What follows belongs to an exercise in optimizing a design on an open flow for small area; a production flow would make more cautious choices.
Function was checked by simulation only, so behaviour that the tests miss may differ from the original.
The clock input has no modelled driver; a real chip could not lean on it and would need a root buffer or a full tree.
Power is estimated from default activity; no workload was simulated.

## the baseline
==> module ds_time, before the edit <==
module ds_time(
  input        clk, rst,
  output [2:0] pos_prev,      
  output [2:0] pos_now,       
  output reg   started,       
  output       first,         
  output reg [2:0] a5,        
  output       tick,          
  output       tick2,         
  output       upd,           
  output       a_ev,          
  output       b_ev,          
  output       s_ev,          
  output       h_ev,          
  output       bc0            
);
reg [13:10] uh;
reg [9:0]  un;                          
wire [13:0] u = {uh, ~un};
wire [13:0] u1 = u + 14'd1;
reg [2:0]  b5;
reg [1:0]  m3;
reg [3:0]  bc;
always @(posedge clk or posedge rst)
  if (rst) begin
    uh <= 4'd0; un <= 10'd0; a5 <= 3'd0; b5 <= 3'd0; m3 <= 2'd0; bc <= 4'd0; started <= 1'b0;
  end else begin
    uh <= u1[13:10];
    un <= ~u1[9:0];
    a5 <= (a5 == 3'd4) ? 3'd0 : a5 + 3'd1;
    if (a5 == 3'd4) b5 <= (b5 == 3'd4) ? 3'd0 : b5 + 3'd1;
    m3 <= (m3 == 2'd2) ? 2'd0 : m3 + 2'd1;
    bc <= (bc == 4'd10) ? 4'd0 : bc + 4'd1;
    if (u[10] & u[8]) started <= 1'b1;
  end
assign pos_prev = u[13:11];
assign pos_now  = u[13:11] + {2'b00, &u[10:0]};
assign first    = ~started & (&u[9:0]);
wire   h     = ~u[0] ^ a5[0] ^ b5[0];
assign tick  = ~u[0] & (a5 == 3'd0) & (b5 == 3'd0);
assign tick2 = ~u[0] & (a5 == 3'd2) & (b5 == 3'd0);
assign upd   = h & (b5 == 3'd1);
wire   m14   = (m3 == 2'd2) & (a5 == 3'd4);      
assign a_ev  = m14 & (u[3:0] == 4'd6);
assign s_ev  = m14 & (u[3:0] == 4'd14);
assign h_ev  = m14 & (u[2:0] == 3'd6);
assign b_ev  = (m3 == 2'd0) & (a5 == 3'd0) & (u[3:0] == 4'd15);
assign bc0   = (bc == 4'd0);
endmodule
==> module ds_btn, before the edit <==
module ds_btn(
  input      clk, rst, btn,
  output reg o_btn
);
reg [18:0] q;
reg        sat;
wire hit = (q == (19'h2b44b ^ 19'h2AAAA));    
wire run = btn & ~rst;
always @(posedge clk)
  if (run) begin
    q   <= {~q[17:0], ~(q[18] ^ q[17] ^ q[16] ^ q[13])};
    sat <= sat | hit;
  end else begin
    q   <= 19'h2AAAA;
    sat <= 1'b0;
  end
always @(posedge clk or posedge rst)
  if (rst) o_btn <= 1'b0;
  else if (btn) o_btn <= hit & ~sat;
endmodule
==> flow/config.mk <==
export PLATFORM = sky130hd
export DESIGN_NAME = ds18b20_light
export DESIGN_NICKNAME = ds18b20_light
export VERILOG_FILES = /design/flow/design.v
export SDC_FILE = /design/flow/constraint.sdc
export NUM_CORES = 4
export LEC_CHECK = 0
export CAP_MARGIN = 20
export CORE_MARGIN = 2
export CORE_UTILIZATION = 40
export SLEW_MARGIN = 20
==> flow/constraint.sdc <==
create_clock -name core_clock -period 20.0 [get_ports {clk}]
set_input_delay 4.0000 -clock core_clock [delete_from_list [all_inputs] [get_ports {clk}]]
set_output_delay 4.0000 -clock core_clock [all_outputs]
set_load 0.01 [all_outputs]
standard.sh (not shown) runs the stock make flow with config.mk's settings and CLKGATE_MAP_FILE= SYNTH_SCRIPT=/design/flow/synth_recipe.tcl, a recipe that flattens the netlist after the stock synthesis.
==> flow/flow/run.sh <==
#!/bin/bash
# Layout: the standard ORFS flow (standard.sh) with these changes:
#  * synthesis maps the logic with an area-oriented ABC script
#    (flow/abc_area.script, used through a copy of ORFS's scripts folder)
#    and without the adder extraction step (ADDER_MAP_FILE empty), so ABC
#    also optimises the counters; registers are mapped by the standard
#    steps and left as they are
#  * ports are buffered with sky130_fd_sc_hd__buf_1
#  * the clock tree is built by flow/mcts.tcl (run before CTS): the clock
#    port drives one clkbuf_8, which drives 8 clkbuf_8, one for each eighth
#    of the registers by placement
# make's full output goes to make.log; each ORFS step logs under orfs/logs.
set -euo pipefail
here=$(pwd)
rm -rf "$here/scripts_area"
cp -r "$FLOW_HOME/scripts" "$here/scripts_area"
cp "$here/flow/abc_area.script" "$here/scripts_area/abc_area.script"
BUF="-buffer_cell sky130_fd_sc_hd__buf_1"
export BUFFER_PORTS_ARGS="$BUF" PRE_CTS_TCL="$here/flow/mcts.tcl"
bash standard.sh "SCRIPTS_DIR=$here/scripts_area" "ABC_AREA=1" "ADDER_MAP_FILE=" \
  "PRE_CTS_TCL=$here/flow/mcts.tcl" "BUFFER_PORTS_ARGS=$BUF" finish > make.log 2>&1
Other scripts of this flow, unchanged in this note and not shown: flow/flow/abc_area.script, flow/flow/mcts.tcl
The inputs of the candidate differ from those of the baseline as listed below.
-- flow/design.v --
<<< the baseline, line 16
  output       bc0            
);
reg [13:10] uh;
reg [9:0]  un;                          
wire [13:0] u = {uh, ~un};
wire [13:0] u1 = u + 14'd1;
reg [2:0]  b5;
reg [1:0]  m3;
>>> the candidate, line 16
  output       bc0            
);
reg [13:0] u;
reg [2:0]  b5;
reg [1:0]  m3;
<<< the baseline, line 25
always @(posedge clk or posedge rst)
  if (rst) begin
    uh <= 4'd0; un <= 10'd0; a5 <= 3'd0; b5 <= 3'd0; m3 <= 2'd0; bc <= 4'd0; started <= 1'b0;
  end else begin
    uh <= u1[13:10];
    un <= ~u1[9:0];
    a5 <= (a5 == 3'd4) ? 3'd0 : a5 + 3'd1;
    if (a5 == 3'd4) b5 <= (b5 == 3'd4) ? 3'd0 : b5 + 3'd1;
>>> the candidate, line 22
always @(posedge clk or posedge rst)
  if (rst) begin
    u <= 14'd1023; a5 <= 3'd0; b5 <= 3'd0; m3 <= 2'd0; bc <= 4'd0; started <= 1'b0;
  end else begin
    u  <= u + 14'd1;
    a5 <= (a5 == 3'd4) ? 3'd0 : a5 + 3'd1;
    if (a5 == 3'd4) b5 <= (b5 == 3'd4) ? 3'd0 : b5 + 3'd1;
<<< the baseline, line 53
  output reg o_btn
);
reg [18:0] q;
reg        sat;
wire hit = (q == (19'h2b44b ^ 19'h2AAAA));    
wire run = btn & ~rst;
always @(posedge clk)
  if (run) begin
    q   <= {~q[17:0], ~(q[18] ^ q[17] ^ q[16] ^ q[13])};
    sat <= sat | hit;
  end else begin
    q   <= 19'h2AAAA;
    sat <= 1'b0;
  end
>>> the candidate, line 49
  output reg o_btn
);
reg [18:0] lf;
reg        sat;
wire hit = (lf == 19'h2b44b);          
wire run = btn & ~rst;
always @(posedge clk)
  if (run) begin
    lf  <= {lf[17:0], ~(lf[18] ^ lf[17] ^ lf[16] ^ lf[13])};
    sat <= sat | hit;
  end else begin
    lf  <= 19'd0;
    sat <= 1'b0;
  end
Results
The candidate: wire length on met2 is about 5.6% lower than what the baseline reported.
The candidate: footprint of the multi-input gates is 43 um^2 lower than what the baseline reported.
Die area ends up higher on the baseline.
Of the baseline and the candidate, the baseline shows the higher power consumed by the clock network, with the candidate below it.
| number of antenna violations at the first check in global routing | the baseline vs the candidate | ≈ equal |
Comparing worst slack at placement for the baseline and the candidate, the smaller number came from the candidate.
Of the two candidates, the baseline has the worse power after layout and the candidate the better one.
Simple-gate portion of the synthesized area: the candidate < the baseline
NOTE: met1 layer usage reported by global route in the candidate falls short of that of the baseline
Compared with the baseline, detailed-route via count in the candidate decreased slightly.
From the baseline to the candidate the numbers moved as follows: share of final-layout standard cells stronger than drive strength 1 increased by 1.5 points relative to the old numbers, power share of the clock group decreased by 0.8 points relative to the old numbers, area after synthesis decreased by about 0.9% relative to the old numbers.
No run of this note takes its clock network from TritonCTS; it comes from the design's own scripts or RTL.

* * *

Another version of the RTL of ds18b20_light (not shown whole).
For scale: ~120 flip-flops, roughly 28 I/O pins.
==> module ds_adc, before the edit <==
module ds_adc(
  input            clk, rst, sdata,
  input            a_ev, b_ev, s_ev, h_ev, bc0,
  output reg       clk_ad,
  output reg       cs,
  output [7:0]     sample,       
  output reg [7:0] sample_d      
);
reg       clk_r;
reg [3:0] slot;
reg       f1;                     
always @(posedge clk or posedge rst)
  if (rst) begin
    clk_r <= 1'b0; slot <= 4'd0; f1 <= 1'b1; clk_ad <= 1'b1; cs <= 1'b1;
  end else begin
    if (h_ev) clk_r <= ~clk_r;
    if (s_ev) begin
      if (slot == 4'd13) slot <= 4'd0;
      else if (slot == 4'd4) begin
        slot <= f1 ? 4'd5 : 4'd6;
        f1 <= 1'b0;
      end else slot <= slot + 4'd1;
    end
    clk_ad <= ~clk_r;
    if (a_ev & (slot == 4'd0)) cs <= 1'b1;
    else if (a_ev & (slot == 4'd4)) cs <= 1'b0;
  end
wire ad_load  = b_ev & (slot == 4'd0) & ~f1;
wire ad_shift = b_ev & (slot >= 4'd5);
reg [7:0] sr;
always @(posedge clk)
  if (ad_shift) sr <= {sr[6:0], sdata};
reg [1:0] pl;                      
always @(posedge clk or posedge rst)
  if (rst) begin
    pl <= 2'd0; sample_d <= 8'd0;
  end else if (ad_load) pl <= 2'd1;
  else if (bc0) begin
    if (pl == 2'd1) pl <= 2'd2;
    else if (pl == 2'd2) begin
      pl <= 2'd0;
      sample_d <= sr;
    end
  end
assign sample = (pl != 2'd0) ? sr : sample_d;
endmodule
==> module ds18b20_light, before the edit <==
module ds18b20_light(clk,rst,ds18b20_in,ds18b20_pull,the_btn,SEG7_SEG,SEG7_SEL,ADC549_DATA,ADC549_CLK,ADC549_CS_N,led);
input  clk,rst,the_btn,ADC549_DATA;
input  ds18b20_in;      
output ds18b20_pull;    
output ADC549_CLK,ADC549_CS_N;
output [7:0] led;
output [7:0] SEG7_SEG;
output [3:0] SEG7_SEL;
wire [2:0] pos_prev, pos_now;
wire started, first, tick, tick2, upd, a_ev, b_ev, s_ev, h_ev, bc0;
wire [2:0] a5;
ds_time tm(.clk(clk), .rst(rst), .pos_prev(pos_prev), .pos_now(pos_now), .started(started),
  .first(first), .a5(a5), .tick(tick), .tick2(tick2), .upd(upd), .a_ev(a_ev), .b_ev(b_ev), .s_ev(s_ev), .h_ev(h_ev), .bc0(bc0));
assign SEG7_SEL = (pos_now == 3'd0) ? 4'b1110 :
                  (pos_now == 3'd1) ? 4'b1101 :
                  (pos_now == 3'd2) ? 4'b1011 :
                  (pos_now == 3'd3) ? 4'b0111 : 4'b1111;
wire o_btn;
ds_btn bt(.clk(clk), .rst(rst), .btn(the_btn), .o_btn(o_btn));
wire [7:0] sample, sample_d;
ds_adc ad(.clk(clk), .rst(rst), .sdata(ADC549_DATA), .a_ev(a_ev), .b_ev(b_ev), .s_ev(s_ev),
  .h_ev(h_ev), .bc0(bc0), .clk_ad(ADC549_CLK), .cs(ADC549_CS_N), .sample(sample), .sample_d(sample_d));
wire [7:0] change = ~sample;
assign led = rst ? 8'h00 :
             (change > 8'hDF) ? 8'hFF :
             (change > 8'hBF) ? 8'h7F :
             (change > 8'h9F) ? 8'h3F :
             (change > 8'h7F) ? 8'h1F :
             (change > 8'h5F) ? 8'h0F :
             (change > 8'h3F) ? 8'h07 :
             (change > 8'h1F) ? 8'h03 :
             (change > 8'h02) ? 8'h01 : 8'h00;
wire [3:0] tl;
wire [7:0] th;
ds_ow ow(.clk(clk), .rst(rst), .bus(ds18b20_in), .tick(tick), .tick2(tick2), .upd(upd), .a5(a5), .bc0(bc0),
  .pull(ds18b20_pull), .tl(tl), .th(th));
ds_disp dsp(.clk(clk), .rst(rst), .btn(o_btn), .started(started), .first(first), .a(pos_prev),
  .tl(tl), .th(th), .sample_d(sample_d), .seg_out(SEG7_SEG));
endmodule
clock: 20.0 ns
lec_check: 0
cap_margin: 20
core_margin: 2
core_utilization: 40
slew_margin: 20
==> flow/flow/run.sh <==
#!/bin/bash
# Layout: the standard ORFS flow (standard.sh) with these changes:
#  * synthesis: the logic is mapped by ABC with area-oriented scripts
#    (flow/abc_area_N.script, four seeds of the same script; flow/multi_abc.tcl
#    keeps the smallest result), without ORFS's adder extraction step
#    (ADDER_MAP_FILE empty), through a copy of ORFS's scripts folder; the
#    registers are mapped by the standard steps and left as they are
#  * ports are buffered with sky130_fd_sc_hd__buf_1
#  * the clock tree is built by flow/mcts.tcl (run before CTS): the clock
#    port drives one clkbuf_8, which drives 8 clkbuf_8, one for each eighth
#    of the registers by placement
# make's full output goes to make.log; each ORFS step logs under orfs/logs.
set -euo pipefail
here=$(pwd)
rm -rf "$here/scripts_area"
cp -r "$FLOW_HOME/scripts" "$here/scripts_area"
cp "$here"/flow/abc_area_*.script "$here/scripts_area/"
cp "$here/flow/abc_area_1.script" "$here/scripts_area/abc_area.script"
sed -i "s|^  log_cmd abc {\*}\$abc_args\$|  source $here/flow/multi_abc.tcl|" "$here/scripts_area/synth.tcl"
grep -q "multi_abc.tcl" "$here/scripts_area/synth.tcl"
BUF="-buffer_cell sky130_fd_sc_hd__buf_1"
export BUFFER_PORTS_ARGS="$BUF" PRE_CTS_TCL="$here/flow/mcts.tcl"
bash standard.sh "SCRIPTS_DIR=$here/scripts_area" "ABC_AREA=1" "ADDER_MAP_FILE=" \
  "PRE_CTS_TCL=$here/flow/mcts.tcl" "BUFFER_PORTS_ARGS=$BUF" finish > make.log 2>&1
Other scripts of this flow, unchanged in this note and not shown: flow/flow/abc_area_1.script, flow/flow/abc_area_2.script, flow/flow/abc_area_3.script, flow/flow/abc_area_4.script, flow/flow/mcts.tcl, flow/flow/multi_abc.tcl
Edit:
--- a/flow/design.v
+++ b/flow/design.v
@@ -8,9 +8,9 @@
   output reg [2:0] a5,        
   output       tick,          
   output       tick2,         
   output       upd,           
-  output       a_ev,          
+  output       z120,          
   output       b_ev,          
   output       s_ev,          
   output       h_ev,          
   output       bc0            
@@ -41,9 +41,9 @@
 assign tick  = ~u[0] & (a5 == 3'd0) & (b5 == 3'd0);
 assign tick2 = ~u[0] & (a5 == 3'd2) & (b5 == 3'd0);
 assign upd   = h & (b5 == 3'd1);
 wire   m14   = (m3 == 2'd2) & (a5 == 3'd4);      
-assign a_ev  = m14 & (u[3:0] == 4'd6);
+assign z120  = (m3 == 2'd0) & (a5 == 3'd0) & (u[2:0] == 3'd7);
 assign s_ev  = m14 & (u[3:0] == 4'd14);
 assign h_ev  = m14 & (u[2:0] == 3'd6);
 assign b_ev  = (m3 == 2'd0) & (a5 == 3'd0) & (u[3:0] == 4'd15);
 assign bc0   = (bc == 4'd0);
@@ -68,21 +68,21 @@
   if (rst) o_btn <= 1'b0;
   else if (btn) o_btn <= hit & ~sat;
 endmodule
 module ds_adc(
-  input            clk, rst, sdata,
-  input            a_ev, b_ev, s_ev, h_ev, bc0,
-  output reg       clk_ad,
-  output reg       cs,
+  input            clk, rst, sdata, first,
+  input            b_ev, s_ev, h_ev, z120, bc0,
+  output           clk_ad,
+  output           cs,
   output [7:0]     sample,       
   output reg [7:0] sample_d      
 );
-reg       clk_r;
+reg       clk_r;                  
 reg [3:0] slot;
 reg       f1;                     
 always @(posedge clk or posedge rst)
   if (rst) begin
-    clk_r <= 1'b0; slot <= 4'd0; f1 <= 1'b1; clk_ad <= 1'b1; cs <= 1'b1;
+    clk_r <= 1'b0; slot <= 4'd0; f1 <= 1'b1;
   end else begin
     if (h_ev) clk_r <= ~clk_r;
     if (s_ev) begin
       if (slot == 4'd13) slot <= 4'd0;
@@ -90,12 +90,11 @@
         slot <= f1 ? 4'd5 : 4'd6;
         f1 <= 1'b0;
       end else slot <= slot + 4'd1;
     end
-    clk_ad <= ~clk_r;
-    if (a_ev & (slot == 4'd0)) cs <= 1'b1;
-    else if (a_ev & (slot == 4'd4)) cs <= 1'b0;
   end
+assign clk_ad = first | ~(clk_r ^ z120);
+assign cs = ~((clk_r & (slot >= 4'd4)) | (~clk_r & ((slot >= 4'd5) | ((slot == 4'd0) & ~f1))));
 wire ad_load  = b_ev & (slot == 4'd0) & ~f1;
 wire ad_shift = b_ev & (slot >= 4'd5);
 reg [7:0] sr;
 always @(posedge clk)
@@ -320,20 +319,20 @@
 output [7:0] led;
 output [7:0] SEG7_SEG;
 output [3:0] SEG7_SEL;
 wire [2:0] pos_prev, pos_now;
-wire started, first, tick, tick2, upd, a_ev, b_ev, s_ev, h_ev, bc0;
+wire started, first, tick, tick2, upd, z120, b_ev, s_ev, h_ev, bc0;
 wire [2:0] a5;
 ds_time tm(.clk(clk), .rst(rst), .pos_prev(pos_prev), .pos_now(pos_now), .started(started),
-  .first(first), .a5(a5), .tick(tick), .tick2(tick2), .upd(upd), .a_ev(a_ev), .b_ev(b_ev), .s_ev(s_ev), .h_ev(h_ev), .bc0(bc0));
+  .first(first), .a5(a5), .tick(tick), .tick2(tick2), .upd(upd), .z120(z120), .b_ev(b_ev), .s_ev(s_ev), .h_ev(h_ev), .bc0(bc0));
 assign SEG7_SEL = (pos_now == 3'd0) ? 4'b1110 :
                   (pos_now == 3'd1) ? 4'b1101 :
                   (pos_now == 3'd2) ? 4'b1011 :
                   (pos_now == 3'd3) ? 4'b0111 : 4'b1111;
 wire o_btn;
 ds_btn bt(.clk(clk), .rst(rst), .btn(the_btn), .o_btn(o_btn));
 wire [7:0] sample, sample_d;
-ds_adc ad(.clk(clk), .rst(rst), .sdata(ADC549_DATA), .a_ev(a_ev), .b_ev(b_ev), .s_ev(s_ev),
+ds_adc ad(.clk(clk), .rst(rst), .sdata(ADC549_DATA), .first(first), .z120(z120), .b_ev(b_ev), .s_ev(s_ev),
   .h_ev(h_ev), .bc0(bc0), .clk_ad(ADC549_CLK), .cs(ADC549_CS_N), .sample(sample), .sample_d(sample_d));
 wire [7:0] change = ~sample;
 assign led = rst ? 8'h00 :
              (change > 8'hDF) ? 8'hFF :
After rerunning: Final area barely changes; wire length hardly moves; die area barely changes; combinational power is higher by 81%; via count is higher by 0.35%; core utilization is about the same; setup slack loses 1.2 ns; area after synthesis is about the same; worst hold slack stays flat; clock skew is higher by 0.0062 ns.
In every run of this note, the design's own scripts or RTL, not TritonCTS, make the clock network.

## re-timing with driven ports
The flow's constraints put no driver on any port. The routed layouts listed below were extracted and timed again, unchanged, in two steps. Step 1 assumes that a clkbuf_16 drives the clock port and a buf_2 every other input. Step 2 also shifts input and output timing later by t, the mid clock arrival at the registers, as if the neighbouring blocks saw the same clock. Slacks: ideal ports / drivers / drivers and shift; pairs: ideal ports / drivers.
run | t, ns | setup WS [ns] | hold slack, ns
the baseline | 0.406 | 9.697 / 9.666 / 10.072 | 0.332 / 0.332 / 0.332
the candidate | 0.395 | 9.993 / 9.962 / 9.962 | 0.326 / 0.326 / 0.326
the first run of note 2 | 0.398 | 10.645 / 10.616 / 10.697 | 0.327 / 0.327 / 0.327
the second run of note 2 | 0.402 | 9.465 / 9.434 / 9.836 | 0.328 / 0.328 / 0.328
After both steps every run listed still meets setup and hold. For the candidate, which loses most, drivers alone change the setup slack by -0.031 ns; drivers and shift together by -0.031 ns.
